Background: an optimization exercise with open tools, aiming at small area and a short achievable clock period. Do not read the settings as production practice. Function was checked by simulation only, so behaviour that the tests miss may differ from the original. Power is estimated from default activity; no workload was simulated.

==> design/flow/design.v <==
module QRCODE_FINDER (
input             iCLOCK,
input             iRESET,
input [23:0]      iVID_DATA,
input             iVID_START,
input             iVID_DATA_VALID,
input [10:0]      iADDRESS,
input [31:0]      iWRITE_DATA,
input             iWRITE,
input             iREAD,
output reg [31:0] oREAD_DATA,
output reg [23:0] oVID_DATA,
output            oVID_START,
output            oVID_DATA_VALID
);
localparam pTHRESHOLD = 60;
localparam stNONE  = 2'd0;
localparam stWHITE = 2'd1;
localparam stBLACK = 2'd2;
localparam dsIDLE   = 3'd0;
localparam dsFIRST  = 3'd1;
localparam dsCENTER = 3'd3;
localparam dsTHIRD  = 3'd4;
localparam dsFOURTH = 3'd5;
reg [6:0]  rHCNT;
reg [9:0]  rVCNT;
reg        rDSTART;
reg [2:0]  rVALID_PIPE;
reg [2:0]  rSTART_PIPE;
reg [2:0]  rDSTART_PIPE;
reg [23:0] rDATA0, rDATA1;
reg [6:0]  rHCNT_P0, rHCNT_P1;
reg [9:0]  rLUM;
reg [9:0]  rH0, rH1;
reg        rH1_IS_H0;
wire [9:0] wH1 = rH1_IS_H0 ? rH0 : rH1;
reg [19:0] rLBQ;
reg [11:0] rMAG;
reg        rPOS, rNEG;
reg [1:0]  rSTATE;
reg [9:0]  rPREV_CHANGE;
reg [1:0]  rPREV_STATE;
reg [6:0]  rHSTART;
reg [6:0]  rPREV_HSTART;
reg [6:0]  rPREV_DUR;
reg        rCHANGE;
reg        rFOUND;
reg [2:0]  rDECODE_STATE;
reg [7:0]  rREFBIT_DUR_MAX;
reg [6:0]  rREFBIT_DUR_MIN;
reg [8:0]  rREFBIT_3DUR_MAX;
reg [8:0]  rREFBIT_3DUR_MIN;
reg [6:0]  rPREV_CENT_HSTART;
reg [6:0]  rPREV_CENT_HEND;
reg        rUPDATE, rREFRESH;
reg signed [12:0] rTHRESHOLD;
reg [1:0]  rOUTMODE;
reg [4:0]  rDETECT_ADDR;
reg        rDETECT_WRITE;
reg [4:0]  rEND_ADDR;
assign oVID_START      = rSTART_PIPE[2];
assign oVID_DATA_VALID = rVALID_PIPE[2];
wire [9:0] wLUM      = {2'b0,iVID_DATA[7:0]} + {2'b0,iVID_DATA[15:8]} + {2'b0,iVID_DATA[23:16]};
wire [10:0] wN_A0 = {1'b0, rLUM};
wire [10:0] wN_A1 = {3'b0, rLUM[9:2]};
wire [10:0] wN_A2 = {5'b0, rLUM[9:4]};
wire [10:0] wN_A34 = {7'b0, rLUM[9:6]} + {9'b0, rLUM[9:8]};
wire [10:0] wN_S1 = wN_A0 ^ wN_A1 ^ wN_A2;
wire [10:0] wN_C1 = {(wN_A0[9:0] & wN_A1[9:0]) | (wN_A0[9:0] & wN_A2[9:0]) | (wN_A1[9:0] & wN_A2[9:0]), 1'b0};
wire [10:0] wN_S2 = wN_S1 ^ wN_C1 ^ wN_A34;
wire [10:0] wN_C2 = {(wN_S1[9:0] & wN_C1[9:0]) | (wN_S1[9:0] & wN_A34[9:0]) | (wN_C1[9:0] & wN_A34[9:0]), 1'b0};
wire [10:0] wN_SUB = ~{1'b0, wH1};
wire [10:0] wN_S3 = wN_S2 ^ wN_C2 ^ wN_SUB;
wire [10:0] wN_C3 = {(wN_S2[9:0] & wN_C2[9:0]) | (wN_S2[9:0] & wN_SUB[9:0]) | (wN_C2[9:0] & wN_SUB[9:0]), 1'b1};
wire [10:0] wLUM_NORM11 = wN_S2 + wN_C2;
wire [9:0]  wLUM_NORM = wLUM_NORM11[9:0];
wire [10:0] wNORM_MINUS_H1 = wN_S3 + wN_C3;
wire        wFLAG1   = rDSTART_PIPE[0];
reg  [10:0] rHDIFF;
wire        wFLAGN   = rHCNT == 7'd127 || rDSTART;
wire [10:0] wLUM_DIFF = rHDIFF;
reg  [20*128-1:0] rLINE_BUF;
reg  [3:0]  rCOL_HI;
reg  [31:0] rCOL_LO;
reg  [7:0]  rCOLW_HI;
reg  [15:0] rCOLW_LO;
wire [6:0]  wHCNT_NEXT = iRESET ? 7'd0 :
                         !iVID_DATA_VALID ? rHCNT :
                         rDSTART ? 7'd0 : rHCNT + 1'b1;
wire [19:0] wLB_WDATA = {rLBQ[9:0], wLUM_DIFF[10:1]};
integer k;
always @(posedge iCLOCK) begin
  rCOL_HI  <= 4'd1 << wHCNT_NEXT[5:4];
  rCOL_LO  <= 32'd1 << {wHCNT_NEXT[6], wHCNT_NEXT[3:0]};
  rCOLW_HI <= 8'd1 << rHCNT[6:4];
  rCOLW_LO <= 16'd1 << rHCNT[3:0];
  for (k = 1; k < 127; k = k + 1)
    if (rVALID_PIPE[0] && rCOLW_HI[k/16] && rCOLW_LO[k%16])
      rLINE_BUF[k*20 +: 20] <= wLB_WDATA;
  rLBQ <= wLB_RD;
end
reg [19:0] wLB_RD;
reg [19:0] wLB_GRP;
integer g;
always @* begin
  wLB_RD = 20'd0;
  for (g = 0; g < 8; g = g + 1) begin
    wLB_GRP = 20'd0;
    for (k = 16*g; k < 16*g + 16; k = k + 1)
      if (k != 0 && k != 127)
        wLB_GRP = wLB_GRP | ({20{rCOL_LO[(k/64)*16 + k%16]}} & rLINE_BUF[k*20 +: 20]);
    wLB_RD = wLB_RD | ({20{rCOL_HI[g%4]}} & wLB_GRP);
  end
end
wire [13:0] wD  = {{3{wLUM_DIFF[10]}}, wLUM_DIFF};
wire [13:0] wL1 = {{2{rLBQ[9]}},  rLBQ[9:0],   2'b0};
wire [13:0] wL2 = {{3{rLBQ[19]}}, rLBQ[19:10], 1'b0};
wire [13:0] wS  = wD + wL1 + wL2;
wire [13:0] wSN = 14'd1 - wD - wL1 - wL2;
always @(posedge iCLOCK) begin
  rMAG <= wS[13] ? wSN[12:1] : wS[12:1];
  rPOS <= !wS[13] && (wS[12:1] != 0);
  rNEG <= wS[13];
end
wire wGT_TH = rTHRESHOLD[12] | (rMAG > rTHRESHOLD[11:0]);
wire wRISE  = rPOS && wGT_TH;
wire wFALL  = rNEG && wGT_TH;
wire wPC_LT = {2'b0, rPREV_CHANGE} < rMAG;
wire [6:0] wDUR      = rPREV_DUR;
wire [4:0] wDUR_T1   = {1'b0, wDUR[6:3]} + 5'd1;
wire [5:0] wDUR_T3   = {1'b0, wDUR[6:2]} + {2'b0, wDUR[6:3]} + 6'd3;
wire [8:0] wDUR_X3   = {1'b0, wDUR, 1'b0} + {2'b0, wDUR};
wire [7:0] wDUR_MAX  = {1'b0, wDUR} + {3'b0, wDUR_T1};
wire [6:0] wDUR_MIN  = wDUR - wDUR_T1[4:0];
wire [8:0] w3DUR_MAX = wDUR_X3 + {3'b0, wDUR_T3};
wire [8:0] w3DUR_MIN = wDUR_X3 - {3'b0, wDUR_T3};
wire wIN1 = (rREFBIT_DUR_MAX  >= {1'b0, wDUR}) && (rREFBIT_DUR_MIN  <= wDUR);
wire wIN3 = (rREFBIT_3DUR_MAX >= {2'b0, wDUR}) && (rREFBIT_3DUR_MIN <= {2'b0, wDUR});
reg [24*32-1:0] rRESULTS;
integer j;
always @(posedge iCLOCK) begin
  if (rDETECT_WRITE) begin
    if (rUPDATE)
      rEND_ADDR <= rDETECT_ADDR;
    for (j = 0; j < 32; j = j + 1)
      if (!rUPDATE && rDETECT_ADDR == j)
        rRESULTS[j*24 +: 24] <= {rVCNT, rPREV_CENT_HSTART, rPREV_CENT_HEND};
  end
end
reg [23:0] wRES;
always @* begin
  wRES = 24'd0;
  for (j = 0; j < 32; j = j + 1)
    wRES = wRES | ({24{iADDRESS[4:0] == j}} & rRESULTS[j*24 +: 24]);
end
wire [2:0]  wCTRL = (iADDRESS == 11'd0) ? {rOUTMODE, rUPDATE} : 3'd0;
reg  [2:0]  rCTRL;
always @(posedge iCLOCK) begin
  if (iADDRESS[10])
    oREAD_DATA <= (iADDRESS[4:0] == rEND_ADDR) ? 32'hFFFFFFFF :
                  {2'b0, wRES[23:14], 3'b0, wRES[13:7], 3'b0, wRES[6:0]};
  else
    oREAD_DATA <= iREAD ? {29'b0, wCTRL} : {29'b0, rCTRL};
  if (iREAD)
    rCTRL <= wCTRL;
end
always @(posedge iCLOCK) begin
  if (iRESET) begin
    rTHRESHOLD <= pTHRESHOLD;
    rOUTMODE <= 0;
    rREFRESH <= 0;
  end
  if (iWRITE) begin
    case (iADDRESS)
      0: {rOUTMODE,rREFRESH} <= iWRITE_DATA[2:0];
      1: rTHRESHOLD <= iWRITE_DATA[12:0];
    endcase
  end
  if (rREFRESH & !rUPDATE)
    rREFRESH <= 0;
end
always @(posedge iCLOCK) begin
  rDETECT_WRITE <= 0;
  if (rDETECT_WRITE)
    rDETECT_ADDR <= rDETECT_ADDR + 1'b1;
  rDATA0 <= iVID_DATA;
  rDATA1 <= rDATA0;
  rVALID_PIPE  <= {rVALID_PIPE[1:0], iVID_DATA_VALID};
  rSTART_PIPE  <= {rSTART_PIPE[1:0], iVID_START};
  rDSTART_PIPE <= {rDSTART_PIPE[1:0], rDSTART};
  rHCNT_P0 <= rHCNT;
  rHCNT_P1 <= rHCNT_P0;
  if (iVID_DATA_VALID) begin
    rDSTART <= iVID_START;
    rLUM    <= wLUM;
    rHCNT   <= rHCNT + 1'b1;
    if (rHCNT == 7'd127) begin
      rSTATE <= stNONE;
      rVCNT <= rVCNT + 1'b1;
      rDSTART_PIPE[0] <= 1'b1;
    end
    if (rDSTART) begin
      rHCNT <= 0;
      rVCNT <= 0;
      if (rUPDATE && rREFRESH) begin
        rUPDATE <= 0;
        rDETECT_ADDR <= 0;
      end
      if (!rUPDATE) begin
        rUPDATE <= 1;
        rDETECT_WRITE <= 1;
      end
      rSTATE <= stNONE;
    end
  end
  rH0 <= wLUM_NORM;
  if (rVALID_PIPE[0]) begin
    rH1_IS_H0 <= wFLAG1;
    if (wFLAG1 || wFLAGN) begin
      rHDIFF <= 0;
    end else begin
      rHDIFF <= wNORM_MINUS_H1;
    end
    if (!wFLAG1) begin
      rH1 <= rH0;
    end
  end
  oVID_DATA <= rOUTMODE == 0 ? rDATA1 :
                 rOUTMODE == 1 ? {3{rH0[9:2]}} :
                 rOUTMODE == 2 ? ((rSTATE == stNONE)  ? {3{8'h80}} :
                                  (rSTATE == stBLACK) ? {3{8'h00}} : {3{8'hFF}}) :
                 24'd0;
  if (rVALID_PIPE[1] && rOUTMODE != 0) begin
    if (rFOUND)
      oVID_DATA <= 24'h00FF00;
    else if (wRISE && rSTATE != stWHITE)
      oVID_DATA <= 24'hff0000;
    else if (wFALL && rSTATE != stBLACK)
      oVID_DATA <= 24'h0000ff;
  end
  if (rVALID_PIPE[1]) begin
    rCHANGE <= 0;
    if (wRISE && (rSTATE != stWHITE || wPC_LT)) begin
      rHSTART <= rHCNT_P1;
      rPREV_CHANGE <= rMAG[9:0];
      if (rSTATE != stWHITE) begin
        rSTATE <= stWHITE;
        rPREV_STATE <= rSTATE;
        rPREV_HSTART <= rHSTART;
        rCHANGE <= 1;
        rPREV_DUR <= rHCNT_P0 - rHSTART;
      end
    end
    if (wFALL && (rSTATE != stBLACK || wPC_LT)) begin
      rHSTART <= rHCNT_P1;
      rPREV_CHANGE <= rMAG[9:0];
      if (rSTATE != stBLACK) begin
        rSTATE <= stBLACK;
        rPREV_STATE <= rSTATE;
        rPREV_HSTART <= rHSTART;
        rCHANGE <= 1;
        rPREV_DUR <= rHCNT_P0 - rHSTART;
      end
    end
    if (rDSTART_PIPE[1]) begin
      rPREV_STATE <= stNONE;
      rHSTART <= 0;
      rCHANGE <= 0;
    end
    rFOUND <= 0;
  end
  if (rVALID_PIPE[2]) begin
    if (rDSTART_PIPE[2])
      rDECODE_STATE <= dsIDLE;
    else if (rCHANGE) begin
      case (rDECODE_STATE)
        dsIDLE: begin
          if (rPREV_STATE == stBLACK) begin
            rREFBIT_DUR_MAX  <= wDUR_MAX;
            rREFBIT_DUR_MIN  <= wDUR_MIN;
            rREFBIT_3DUR_MAX <= w3DUR_MAX;
            rREFBIT_3DUR_MIN <= w3DUR_MIN;
            rDECODE_STATE <= dsFIRST;
          end
        end
        dsFIRST: begin
          if (wIN1)
            rDECODE_STATE <= dsCENTER;
          else
            rDECODE_STATE <= dsIDLE;
        end
        dsCENTER: begin
          if (wIN3) begin
            rDECODE_STATE <= dsTHIRD;
            rPREV_CENT_HSTART <= rPREV_HSTART;
          end else begin
            rREFBIT_DUR_MAX  <= wDUR_MAX;
            rREFBIT_DUR_MIN  <= wDUR_MIN;
            rREFBIT_3DUR_MAX <= w3DUR_MAX;
            rREFBIT_3DUR_MIN <= w3DUR_MIN;
            rDECODE_STATE <= dsFIRST;
          end
        end
        dsTHIRD: begin
          if (wIN1) begin
            rDECODE_STATE <= dsFOURTH;
            rPREV_CENT_HEND <= rPREV_HSTART;
          end else
            rDECODE_STATE <= dsIDLE;
        end
        dsFOURTH: begin
          if (wIN1) begin
            rDECODE_STATE <= dsIDLE;
            rFOUND <= 1;
            rDETECT_WRITE <= !rUPDATE;
          end else begin
            rREFBIT_DUR_MAX  <= wDUR_MAX;
            rREFBIT_DUR_MIN  <= wDUR_MIN;
            rREFBIT_3DUR_MAX <= w3DUR_MAX;
            rREFBIT_3DUR_MIN <= w3DUR_MIN;
            rDECODE_STATE <= dsFIRST;
          end
        end
        default: ;
      endcase
    end
  end
  if (iRESET) begin
    rHCNT <= 0;
    rVALID_PIPE <= 0;
    rSTART_PIPE <= 0;
    rDSTART <= 0;
    rSTATE <= stNONE;
    rHSTART <= 0;
    rDECODE_STATE <= dsIDLE;
    rUPDATE <= 0;
    rDETECT_ADDR <= 0;
    rDETECT_WRITE <= 0;
  end
end
endmodule
==> design/flow/flow/run.sh <==
#!/bin/bash
set -euo pipefail
MARGIN=$(cat flow/setup_margin)
sed "s|\"\${@:-finish}\"|SETUP_SLACK_MARGIN=${MARGIN} \"\${@:-finish}\"|" standard.sh > own_standard.sh
grep -q "SETUP_SLACK_MARGIN=${MARGIN}" own_standard.sh
bash own_standard.sh > make_finish.log 2>&1
==> design/flow/flow/setup_margin <==
5.5
==> design/flow/standard.sh <==
#!/bin/bash
# synth_recipe.tcl (not shown) runs the flow's synth.tcl, then flattens the netlist and writes it again
# the make line also repeats each setting of config.mk as NAME=value (left out here)
make -C /OpenROAD-flow-scripts/flow DESIGN_CONFIG=/design/flow/config.mk WORK_HOME=/design/flow/orfs CLKGATE_MAP_FILE= SYNTH_SCRIPT=/design/flow/synth_recipe.tcl "${@:-finish}"
==> design/flow/config.mk <==
export PLATFORM = sky130hd
export DESIGN_NAME = QRCODE_FINDER
export DESIGN_NICKNAME = QRCODE_FINDER
export VERILOG_FILES = /design/flow/design.v
export SDC_FILE = /design/flow/constraint.sdc
export NUM_CORES = 4
export LEC_CHECK = 0
export CAP_MARGIN = 20
export CORE_MARGIN = 2
export CORE_UTILIZATION = 45
export CTS_CLUSTER_DIAMETER = 100
export CTS_CLUSTER_SIZE = 24
export SLEW_MARGIN = 20
==> design/flow/constraint.sdc <==
create_clock -name core_clock -period 9.0 [get_ports {iCLOCK}]
set_input_delay 1.8000 -clock core_clock [delete_from_list [all_inputs] [get_ports {iCLOCK}]]
set_output_delay 1.8000 -clock core_clock [all_outputs]
set_load 0.01 [all_outputs]
==> summary.md, run 1 <==
| Metric | Value |
|---|---|
| Outcome | `no timing/DRC/antenna violations` |
| Slowest stage delay, CP | `0.58 ns` |
| Synthesized cell area | `around 140000 um2` |
| Layout cell share with drive strength beyond 1 | `10.63%` |
| Reg2reg start | `rLUM[6]` |
| Hpwl dp | `239900 um` |
| Num CTS Buffers | `182` |
| Adder-Cell Fraction of Synth Area | `2.324%` |
| Crit-path max FO | `2` |
| Largest net degree at the start of global routing | `126` |
| Area share of and/or/nand/nor cells after synthesis | `4.308%` |
| Setup_tns | `0 ns` |
| CP cell instances | `ha_4 -> fa_2 -> fa_2 -> fa_1 -> inv_2 -> fa_2 -> nor2b_4 -> o2111ai_2 -> a31oi_2 -> a31oi_1 -> xnor2_1 -> nor2_1` |
| Reg-to-reg setup timing slack | `approximately 5.2 ns` |
| Synth cell types | `roughly 80` |
| Filler cell count | `24373` |
| Drt total wl | `462500 um` |
| Worst skew pair latency | `between 0.9 and 1 ns` |
| WP buf/inv | `1` |
| Family with the most delay on the worst path | `adder cells` |
| Via count | `81921` |
| Cell Rows | `201` |
| Syn Area/Cell | `17.53 um2` |
| Top cell by count, worst path | `fa_2` |
| Clock Skew | `0.07692 ns` |
| Top cells by area, synth | `edfxtp_1 (75%), a22oi_1 (5.6%), dfxtp_1 (3.9%)` |
| Final Hold Fails | `0` |
| Die height | `554.0 um` |
| Initial antenna violation count | `22` |
| Width of the chip | `554.0 um` |
| Hold Path Depth | `0` |
| Synth warn | `1` |
| Final #Nets | `8304` |
| Biggest area consumer among synthesized cells | `edfxtp_1` |
| Final total power | `34.92 mW` |
| CTS H-Tree Depth | `4` |
| Worst R2R Path Depth | `12` |
| Vias in the first global route | `76900` |
| Final Cycle Share | `42.14%` |
| Synthesized instance count | `7766` |
| GP Congestion | `0.8449` |
| Number of flops mapped to enable cells by yosys | `3409` |
| DRT Pass-1 Iters | `6` |
| Fmax | `263.6 MHz` |
| RSZ-0062 raised after global routing | `true` |
| Power per standard cell area | `232.3 nW/um2` |
| Gr usage total | `29.11%` |
| Post-synthesis sequential area ratio | `79.14%` |
| HP Start | `rDATA0[14]` |
| Post-synthesis xor/xnor area fraction | `less than 1%` |
| Async S/R FF share, synth | `0%` |
| Routed len/inst | `between 30 and 40 um` |
| Full die area | `306900 um2` |
| Vias per cell | `6.775` |
| Startpoint Class | `register` |
| Complex-gate fraction of the synthesized area | `between 10 and 15%` |
| Core area | `roughly 300000 um2` |
| Fin cells | `approximately 12000` |
| Max Cap Viol | `0` |
| Portion of netlist area occupied by mux cells | `0.3162%` |
| Ports | `131` |
| Slew @ Worst Pin | `1.301 ns` |
| Largest family of logic cells by synthesized area | `compound AO/OA/AOI/OAI gates` |
| FF+latch count, synth | `3677` |
| Post-route minimum period | `3.793 ns` |
| Final instance area | `150300 um2` |
| DRC viols | `0` |
| WP data arrival | `about 4.4 ns` |
| Rel. slew slack | `12.30%` |
| CP max stage cell | `fa_1` |
| Crit Path Class | `register to register` |
| First-pass GRT wire length | `622600 um` |
| Clock tree sinks | `3677` |
| Final setup violation count | `0` |
| Peak supply drop | `0.3161 mV` |
| Global route overflow | `0` |
| Syn_nets | `between 8000 and 9000` |
| Prevailing post-synth register cell | `edfxtp_1` |
| IO Port Bufs | `111` |
| CP Capture Type | `register` |
| Leak | `48.34 nW` |
| Iteration-0 DRC count of the detailed router | `between 10000 and 15000` |
| Longest Clk Path Bufs | `4` |
| Clk slew on worst S/H paths | `0.10 ns` |
| Placed cell areas | `about 140000 um2` |
| Post-route ant nets | `0` |
| Hold Path End | `rDATA1[14]` |
| Hold_buf cts | `0` |
| DP Cell Count | `11697` |
| Synth-to-layout area growth | `10.40%` |
| Yosys top cell area share | `75.20%` |
| Starting Density | `45.30%` |
| Root Buffer | `clkbuf_16` |
| Slew Viols, Final | `0` |
| CP Launch Point | `rLUM[6]` |
| CTS tree | `done` |
| Reg-to-Reg End | `rHDIFF[10]` |
| Req. time, crit path | `9.62 ns` |
| Worst min path class | `register to register` |
cell families (layout without fill, tap and decap cells):
| family | Yosys count | after routing |
|---|---|---|
| flip-flops | 3677 | 3677 |
| XOR/XNOR | 85 | 85 |
| adder cells (fa/ha/maj) | 221 | 221 |
| AO/OA/AOI/OAI | 2035 | 2036 |
| buffers and inverters | 624 | 987 |
| other | 0 | 3 |
| multiplexers | 41 | 41 |
| AND/OR/NAND/NOR | 1083 | 1083 |
worst register-to-register path: stages, from the launching register on:
cell and delay [ns]:
edfxtp_1 0.46, ha_4 0.20, fa_2 0.57, fa_2 0.48, fa_1 0.58, inv_2 0.05, fa_2 0.38, nor2b_4 0.13
o2111ai_2 0.13, a31oi_2 0.20, a31oi_1 0.12, xnor2_1 0.18, nor2_1 0.05
area by class of cell:
type,instances,area [um2],share of cell area (%)
Tap cell,3958,4952,3.295
Clock inverter,11,158.9,0.1057
Inverter,180,688.2,0.4579
Multi-Input combinational cell,3466,27030,17.99
Clock buffer,293,5056,3.364
Timing Repair Buffer,503,4484,2.984
Antenna cell,3,7.507,0.004995
Sequential cell,3677,107900,71.80
synth_stat cells (all sizes together) (154+ instances only):
library cell / number
edfxtp: 3409
a22oi: 1009
clkbuf: 369
nand4: 310
a221oi: 289
a22o: 286
dfxtp: 268
nor2: 195
inv: 179
ha: 168
and3: 154
nand2: 154
power by group:
part / switching, mW / internal, mW / total (mW)
logic: 3.48 / 2.13 / 5.60
registers: 0.243 / 19.8 / 20.1
clock network: 5.29 / 3.94 / 9.23
total: 9.01 / 25.9 / 34.9
layer usage:
metal / routed length, um / global-route usage (%)
met1: 167800 / 39.10
met2: 216300 / 47.02
met3: 57100 / 5.655
met4: 21180 / 11.00
met5: 139 / 0
layout by cell type (no fill, tap or decap), types with 23 or more instances in the layout:
master / n
edfxtp_1: 3409
a22oi_1: 1009
buf_4: 340
nand4_1: 310
a221oi_1: 287
a22o_1: 286
dfxtp_1: 213
clkbuf_16: 188
inv_1: 166
nor2_1: 153
and3_1: 152
ha_1: 152
nand2_1: 151
clkbuf_1: 107
a21oi_1: 84
o21ai_0: 70
dlygate4sd2_1: 58
xnor2_1: 48
fa_1: 46
nand3_1: 44
nor3_1: 44
dfxtp_4: 43
a222oi_1: 42
clkdlybuf4s50_1: 35
xor2_1: 33
nor2b_1: 31
a21o_1: 27
mux2i_1: 24
nor2_4: 23
nand2b_1: 23
per-stage QoR:
step                      setup WS [ns]  hold WS [ns]  util (%)
after floorplan                   4.710        0.3096         -
after global placement            3.606        0.3103     47.77
after detailed placement          3.457        0.3121     47.79
after CTS                         5.214        0.3293     49.78
after global routing              5.075        0.3396     50.01
final                             5.207        0.3278     50.01
sequential cells by signal, indices dropped and copies added (netlist names), 12 cells and up:
signal / flops
rTHRESHOLD: 13
rCOL_LO: 32
rMAG: 12
rDATA0: 24
rCOLW_LO: 16
rDATA1: 24
rLINE_BUF: 2520
oVID_DATA: 24
rRESULTS: 768
oREAD_DATA: 25
rLBQ: 20
worst max path at each step:
stage	end	slack, ns	cells after the start
after floorplan	rMAG[11]	4.71	12
after global placement	oREAD_DATA[23]	3.61	8
after detailed placement	oREAD_DATA[23]	3.46	8
after CTS	rHDIFF[10]	5.21	12
after global routing	rHDIFF[10]	5.07	12
final	rHDIFF[10]	5.21	12
timing repair:
action,in CTS,in global routing
pin swaps,40,27
setup buffers,52,27
gates resized for setup,151,76
cloned,1,1
setup endpoints to repair,206,97
==> run 2: changes to the inputs <==
==> design/flow/flow/setup_margin (replaced) <==
5.8
==> summary.md, run 2 <==
| Metric | Value |
|---|---|
| Outcome | `no timing/DRC/antenna violations` |
| CP max stage cell | `fa_2` |
| Hold Path Depth | `0 (unchanged)` |
| Iteration-0 DRC count of the detailed router | `14419 (+1.7%)` |
| Crit Path Class | `register to register` |
| Final #Nets | `8407 (+1.2%)` |
| Post-route ant nets | `0 (unchanged)` |
| Family with the most delay on the worst path | `adder cells` |
| Slew Viols, Final | `0 (unchanged)` |
| Num CTS Buffers | `182 (unchanged)` |
| Slowest stage delay, CP | `0.56 ns (-0.02 ns)` |
| CTS tree | `done` |
| Fmax | `264.8 MHz (+0.45%)` |
| Commonest cells after routing, fill and taps aside | `edfxtp_1 (3409), a22oi_1 (1009), buf_4 (401)` |
| Final total power | `35.90 mW (+2.8%)` |
| Cell Rows | `201 (unchanged)` |
| Post-route minimum period | `3.776 ns (-0.01694 ns)` |
| Synthesized cell area | `136100 um2 (unchanged)` |
| Hold_buf cts | `0 (unchanged)` |
| Die height | `554.0 um (unchanged)` |
| Synth top cells by count | `edfxtp_1 (3409), a22oi_1 (1009), clkbuf_1 (369), nand4_1 (310), a221oi_1 (289)` |
| Synth cell types | `78 (unchanged)` |
| Via count | `82368 (+0.55%)` |
| Leak | `48.81 nW (+0.98%)` |
| Routed len/inst | `38.64 um (+1.0%)` |
| Synth-to-layout area growth | `11.42%` |
| DRC viols | `0 (unchanged)` |
| Top cell by count, worst path | `fa_2` |
| CP cell instances | `ha_4 -> fa_2 -> fa_2 -> fa_1 -> inv_1 -> fa_2 -> nor2b_4 -> o2111ai_4 -> a31oi_2 -> buf_4 -> xnor2_1 -> nor2_1` |
| Clk slew on worst S/H paths | `0.09 ns (about the same)` |
| Global route overflow | `0 (unchanged)` |
| Gr usage total | `29.47% (+0.37 points)` |
| IO Port Bufs | `111 (unchanged)` |
| WP buf/inv | `2 (+1)` |
| RSZ-0062 raised after global routing | `true` |
| Rel. slew slack | `19.26% (+7.0 points)` |
| Syn Area/Cell | `17.53 um2 (unchanged)` |
| Vias in the first global route | `77264 (+0.47%)` |
| Cell with the most instances after synthesis | `edfxtp_1` |
| Peak supply drop | `0.3740 mV (+18%)` |
| FF+latch count, synth | `3677 (unchanged)` |
| Clock tree sinks | `3677 (unchanged)` |
| Met3 wire len | `57910 um (+1.4%)` |
| Final setup violation count | `0 (unchanged)` |
| Max Cap Viol | `0 (unchanged)` |
| Power per standard cell area | `236.7 nW/um2 (+1.9%)` |
| Setup_tns | `0 ns (unchanged)` |
| Initial antenna violation count | `23 (+4.5%)` |
| Longest Clk Path Bufs | `4 (unchanged)` |
| Max reg flops | `2520 (unchanged)` |
| Starting Density | `45.30% (unchanged)` |
| M1 wire length | `170400 um (+1.6%)` |
| Ports | `131 (unchanged)` |
| Biggest area consumer among synthesized cells | `edfxtp_1` |
| Req. time, crit path | `9.61 ns (about the same)` |
| CTS H-Tree Depth | `4 (unchanged)` |
| Startpoint Class | `register` |
| Worst R2R Path Depth | `12 (unchanged)` |
| Yosys top cell area share | `75.20% (unchanged)` |
| First-pass GRT wire length | `628300 um (+0.92%)` |
| Most common cell after layout, fill and taps aside | `edfxtp_1` |
| Drt total wl | `470200 um (+1.7%)` |
| Synthesized instance count | `7766 (unchanged)` |
| Slew @ Worst Pin | `1.195 ns (-0.1057 ns)` |
| Max Used Layer | `met5` |
| Prevailing post-synth register cell | `edfxtp_1` |
| Post-synthesis sequential area ratio | `79.14% (unchanged)` |
| Core area | `300500 um2 (unchanged)` |
| Hpwl dp | `241000 um (+0.47%)` |
| Crit-path max FO | `2 (unchanged)` |
| Root Buffer | `clkbuf_16` |
| Biggest regs | `rLINE_BUF x2520, rRESULTS x768, rCOL_LO x32` |
| CP Capture Type | `register` |
| GP Congestion | `0.8518 (+0.82%)` |
| Worst skew pair latency | `0.92 ns (about the same)` |
| Worst min path class | `register to register` |
| Full die area | `306900 um2 (unchanged)` |
| Final Cycle Share | `41.96% (-0.19 points)` |
| Largest reg by FF count | `rLINE_BUF` |
| WP data arrival | `4.39 ns (-0.02 ns)` |
| Number of flops mapped to enable cells by yosys | `3409 (unchanged)` |
| Layout cell share with drive strength beyond 1 | `13.35% (+2.7 points)` |
| Width of the chip | `554.0 um (unchanged)` |
| Largest net degree at the start of global routing | `127 (+0.79%)` |
| DRT Pass-1 Iters | `7 (+1)` |
| Synth warn | `1 (unchanged)` |
| Vias per cell | `6.768 (-0.11%)` |
| CP Depth | `12 (unchanged)` |
| Top cells by area, synth | `edfxtp_1 (75%), a22oi_1 (5.6%), dfxtp_1 (3.9%)` |
| Filler cell count | `24330 (-0.18%)` |
| Routed wl met2 | `219000 um (+1.2%)` |
| Async S/R FF share, synth | `0% (unchanged)` |
| Reg-to-reg setup timing slack | `5.22 ns (+0.02 ns)` |
| Syn_nets | `8060 (unchanged)` |
| Clock Skew | `0.06484 ns (-0.01208 ns)` |
| Final Hold Fails | `0 (unchanged)` |
[run 2: what timing repair did]
item                       4_1_cts  5_1_grt
gates cloned                     8        8
gates resized for setup        486      119
setup endpoints to repair      219      121
pin swaps                       58       77
setup buffers                   82       67
[run 2: power breakdown]
part | leakage [nW] | internal [mW] | switching [mW] | total [mW]
Sequential | 33.2 | 19.8 | 0.228 | 20.1
Combinational | 13.2 | 2.79 | 3.96 | 6.74
Clock | 2.43 | 3.83 | 5.26 | 9.09
[run 2: stage by stage]
| step | util [%] | instance area, um2 | cells | hold WS, ns | worst slack (ns) |
|---|---|---|---|---|---|
| final | 50.47 | 151700 | 12170 | 0.3310 | 5.224 |
| after global routing | 50.47 | 151700 | 12166 | 0.3383 | 5.079 |
| after CTS | 50.02 | 150300 | 12086 | 0.3270 | 5.238 |
| after detailed placement | 47.86 | 143800 | 11718 | 0.3121 | 3.791 |
| after global placement | 47.84 | 143800 | 11716 | 0.3116 | 3.815 |
| after floorplan | - | 136600 | 7766 | 0.3096 | 4.710 |
[run 2: logic make-up after synthesis]
logic type / Yosys count / synth area share, %
buf+inv: 624 / 1.780
simple gates: 1083 / 4.308
compound gates: 2035 / 11.58
mux: 41 / 0.3162
flops: 3677 / 79.14
xor+xnor: 85 / 0.5469
fa+ha+maj: 221 / 2.324
[run 2: worst register-to-register path: stages (launching register included)]
cell	delay [ns]
edfxtp_1	0.46
ha_4	0.19
fa_2	0.56
fa_2	0.46
fa_1	0.53
inv_1	0.06
fa_2	0.36
nor2b_4	0.15
o2111ai_4	0.13
a31oi_2	0.25
buf_4	0.15
xnor2_1	0.12
nor2_1	0.08
[run 2: per-layer routing]
layer  track usage, %  vias up
met5                0        -
met4            11.81       14
met3            6.106     1048
met2            47.45     5932
met1            39.22    42841
li1                 -    32533
[run 2: cell type report]
type / instances / area [um2] / share of cell area [%]
diodes: 5 / 12.51 / 0.008249
clock buffers: 266 / 4901 / 3.231
clock inverters: 12 / 173.9 / 0.1147
inverters: 180 / 693.2 / 0.4570
multi-input cells: 3468 / 27410 / 18.07
flip-flops and latches: 3677 / 108000 / 71.19
well taps: 3958 / 4952 / 3.265
repair buffers: 604 / 5562 / 3.667
[run 2: path summary, 6_finish.rpt]
kind,end,from
hold / removal,rDATA1[3],rDATA0[3]
hold reg to reg,rDATA1[3],rDATA0[3]
setup reg to reg,rHDIFF[8],rLUM[8]
setup / recovery,rHDIFF[8],rLUM[8]

## static timing again, ports no longer ideal
In the flow no input, the clock included, has a driving cell. The finished layouts below were timed again as built, in two steps. Step 1 (the two cells are an assumption about what drives the block):
set clk [get_ports {iCLOCK}]
set_driving_cell -lib_cell sky130_fd_sc_hd__clkbuf_16 $clk
set_driving_cell -lib_cell sky130_fd_sc_hd__buf_2 [delete_from_list [all_inputs] $clk]
Step 2 adds t to the input delays and takes it off the output delays; t is the mean of the earliest and latest rising clock arrival at the registers after step 1. Input paths then give back, and output paths get back, about the clock's delay inside the block. Three values: ideal, step 1, step 2; two values: the first two.
| run | t (ns) | setup slack, ns | worst setup path at the end | clock arrival spread, ns | slew at the worst register clock pin (ns) |
|---|---|---|---|---|---|
| run 1 | 0.989 | 5.207 / 5.207 / 4.635 | input to register | 0.092 / 0.092 | 0.11 / 0.11 |
| run 2 | 0.976 | 5.224 / 5.224 / 4.853 | input to register | 0.093 / 0.093 | 0.11 / 0.11 |
After both steps every run listed still meets setup and hold. For run 1, which loses most, drivers alone change the setup slack by 0.000 ns; drivers and shift together by -0.572 ns.
